What follows belongs to an exercise in optimizing a design on an open flow for small area, a short achievable clock period and few clock cycles per item; a production flow would make more cautious choices. Power and IR drop assume default switching activity.

==> run Y <==
## Raptor64Mult
module Raptor64Mult(rst, clk, ld, sgn, isMuli, a, b, imm, o, done);
input clk;
input rst;
input ld;
input sgn;
input isMuli;
input [63:0] a;
input [63:0] b;
input [63:0] imm;
output [127:0] o;
output done;
reg [6:0] ph;        
reg [64:0] ar;        
reg [69:0] dr;        
reg [65:0] sr, cr;    
reg [13:0] lsr, lcr;  
reg busy;            
reg nbit;             
reg ca, cb;           
wire [6:0] one0, two0, neg0;  
wire [6:0] one1, two1, neg1;  
wire first = ph[0];
assign done = ph[6];
wire [70:0] bx = {{6{sgn & b[63]}}, b, 1'b0};
wire [70:0] ix = {{6{sgn & imm[63]}}, imm, 1'b0};
wire [14:0] xb = ({15{~busy}} & bx[14:0]) | ({15{ph[0]}} & bx[28:14]) | ({15{ph[1]}} & bx[42:28]) | ({15{ph[2]}} & bx[56:42]) | ({15{ph[3]}} & bx[70:56]);
wire [14:0] xi = ({15{~busy}} & ix[14:0]) | ({15{ph[0]}} & ix[28:14]) | ({15{ph[1]}} & ix[42:28]) | ({15{ph[2]}} & ix[56:42]) | ({15{ph[3]}} & ix[70:56]);
wire [14:0] xd = isMuli ? xi : xb;
wire [6:0] one_n, two_n, neg_n;
genvar k;
generate for (k = 0; k < 7; k = k + 1) begin : enc
	wire one_d = xd[2*k+1] ^ xd[2*k];
	wire two_d = (xd[2*k+2] & ~xd[2*k+1] & ~xd[2*k]) | (~xd[2*k+2] & xd[2*k+1] & xd[2*k]);
	wire neg_d = xd[2*k+2] & ~(xd[2*k+1] & xd[2*k]);
	assign one_n[k] = one_d;
	assign two_n[k] = two_d;
	assign neg_n[k] = neg_d;
end endgenerate
always @(posedge clk) begin
	if (rst)
		ph <= 7'd0;
	else
		ph <= {ph[5:0], ld};
	busy <= ~rst & (ld | ph[0] | ph[1] | ph[2] | ph[3]);
	ar <= ph[5] ? {7'b0, fin[71:14]} : {sgn & a[63], a};
end
digq u_q0 (.clk(clk), .one_n(one_n), .two_n(two_n), .neg_n(neg_n), .one(one0), .two(two0), .neg(neg0));
  ...
==> flow/config.mk <==
export PLATFORM = sky130hd
export DESIGN_NAME = Raptor64Mult
export DESIGN_NICKNAME = Raptor64Mult
export VERILOG_FILES = /design/flow/design.v
export SDC_FILE = /design/flow/constraint.sdc
export NUM_CORES = 4
export LEC_CHECK = 0
export ABC_CLOCK_PERIOD_IN_PS = 3000
export CAP_MARGIN = 50
export CORE_MARGIN = 2
export CORE_UTILIZATION = 62
export CTS_BUF_LIST = sky130_fd_sc_hd__clkbuf_16
export CTS_CLUSTER_DIAMETER = 100
export CTS_CLUSTER_SIZE = 24
export SETUP_SLACK_MARGIN = 5
export SLEW_MARGIN = 70
export SYNTH_HIERARCHICAL = 1
export SYNTH_MINIMUM_KEEP_SIZE = 0
==> flow/constraint.sdc <==
create_clock -name core_clock -period 10.0 [get_ports {clk}]
set_input_delay 2.0000 -clock core_clock [delete_from_list [all_inputs] [get_ports {clk}]]
set_output_delay 2.0000 -clock core_clock [all_outputs]
set_load 0.01 [all_outputs]
standard.sh (not shown) runs the stock make flow with config.mk's settings and CLKGATE_MAP_FILE= SYNTH_SCRIPT=/design/flow/synth_recipe.tcl, a recipe that flattens the netlist after the stock synthesis.
==> flow/flow/run.sh <==
#!/bin/bash
set -euo pipefail
MARGIN=$(cat flow/margin.txt)
export BUFFER_PORTS_ARGS="-buffer_cell $(cat flow/bufcell.txt)"
sed -e "s/SETUP_SLACK_MARGIN=[-0-9.]*/SETUP_SLACK_MARGIN=${MARGIN}/" standard.sh > standard_margin.sh
grep -q "SETUP_SLACK_MARGIN=${MARGIN}" standard_margin.sh
bash standard_margin.sh > standard_margin.log 2>&1
==> flow/flow/bufcell.txt <==
sky130_fd_sc_hd__buf_1
==> flow/flow/margin.txt <==
6.7
==> run P (differences from run Y) <==
- CTS_CLUSTER_SIZE: 24 -> 28
==> run notes <==
Outcome: run P timing/DRC/antenna clean; run Y timing/DRC/antenna clean
Number of global-route vias before repair: run P 26700; run Y 26500
Initial DRC Count: run P 3022; run Y 2860
Sequential power: run P 2.85 mW; run Y 2.89 mW
Timing endpoint of the critical path: run P o[93]; run Y o[74]
Detailed-router iteration count before antenna repair: run P 14; run Y 9
NetSw: run P 8.08 mW; run Y 7.97 mW
Clock period minus worst slack: run P 3.29 ns; run Y 3.31 ns
Max Clock Skew: run P 0.0235 ns; run Y 0.0253 ns
Total power of the final layout: run P 16.9 mW; run Y 16.7 mW
Grt met3 use: run P 0.101; run Y 0.0963
First-pass GRT wire length: run P 162 mm; run Y 160 mm
Power attributed to the clock group: run P 1.14 mW; run Y 1.02 mW
Global-route usage over all layers: run P 0.405; run Y 0.401
Via-per-instance ratio: run P 6.65; run Y 6.64
Clock network fraction of total power: run P 0.067; run Y 0.061
Worst hold path endpoint: run P dr[22]; run Y dr[4]
Total setup buffers inserted after CTS: run P 44; run Y 23
Number of fill cells: run P 3589; run Y 3645
Layout overhead on the synthesized area: run P 16.0%; run Y 15.0%
Worst Slack Setup Final: run P 6.71 ns; run Y 6.69 ns
Wire length on met3: run P 12.6 mm; run Y 11.9 mm
No run of this note included a check of the RTL's function; only the layout flow was run.

==> re-timing with driven ports <==
No port has a modelled driver above. Below, the same layouts with a new extraction and two added sets of constraints.
Step 1: set_driving_cell puts a clkbuf_16 on clk and a buf_2 on each other input, an assumption about the parent block.
Step 2 adds t to the input delays and takes it off the output delays; t is the mean of the earliest and latest rising clock arrival at the registers after step 1. Input paths then give back, and output paths get back, about the clock's delay inside the block.
Three values: no drivers, after step 1, after step 2; two values: the first two.
| run | t, ns | slack for setup (ns) | slew at the worst register clock pin (ns) | worst data-port slew with drivers (ns) | cell pins on the clock port's net |
|---|---|---|---|---|---|
| run Y | 0.635 | 6.685 / 6.622 / 6.233 | 0.10 / 0.10 | 0.10 | 1 |
| run P | 0.668 | 6.710 / 6.645 / 6.200 | 0.12 / 0.12 | 0.10 | 1 |
After both steps setup and hold are still met in every run listed. The setup slack of run P, which loses most, moves by -0.065 ns with the drivers and by -0.510 ns with both steps.
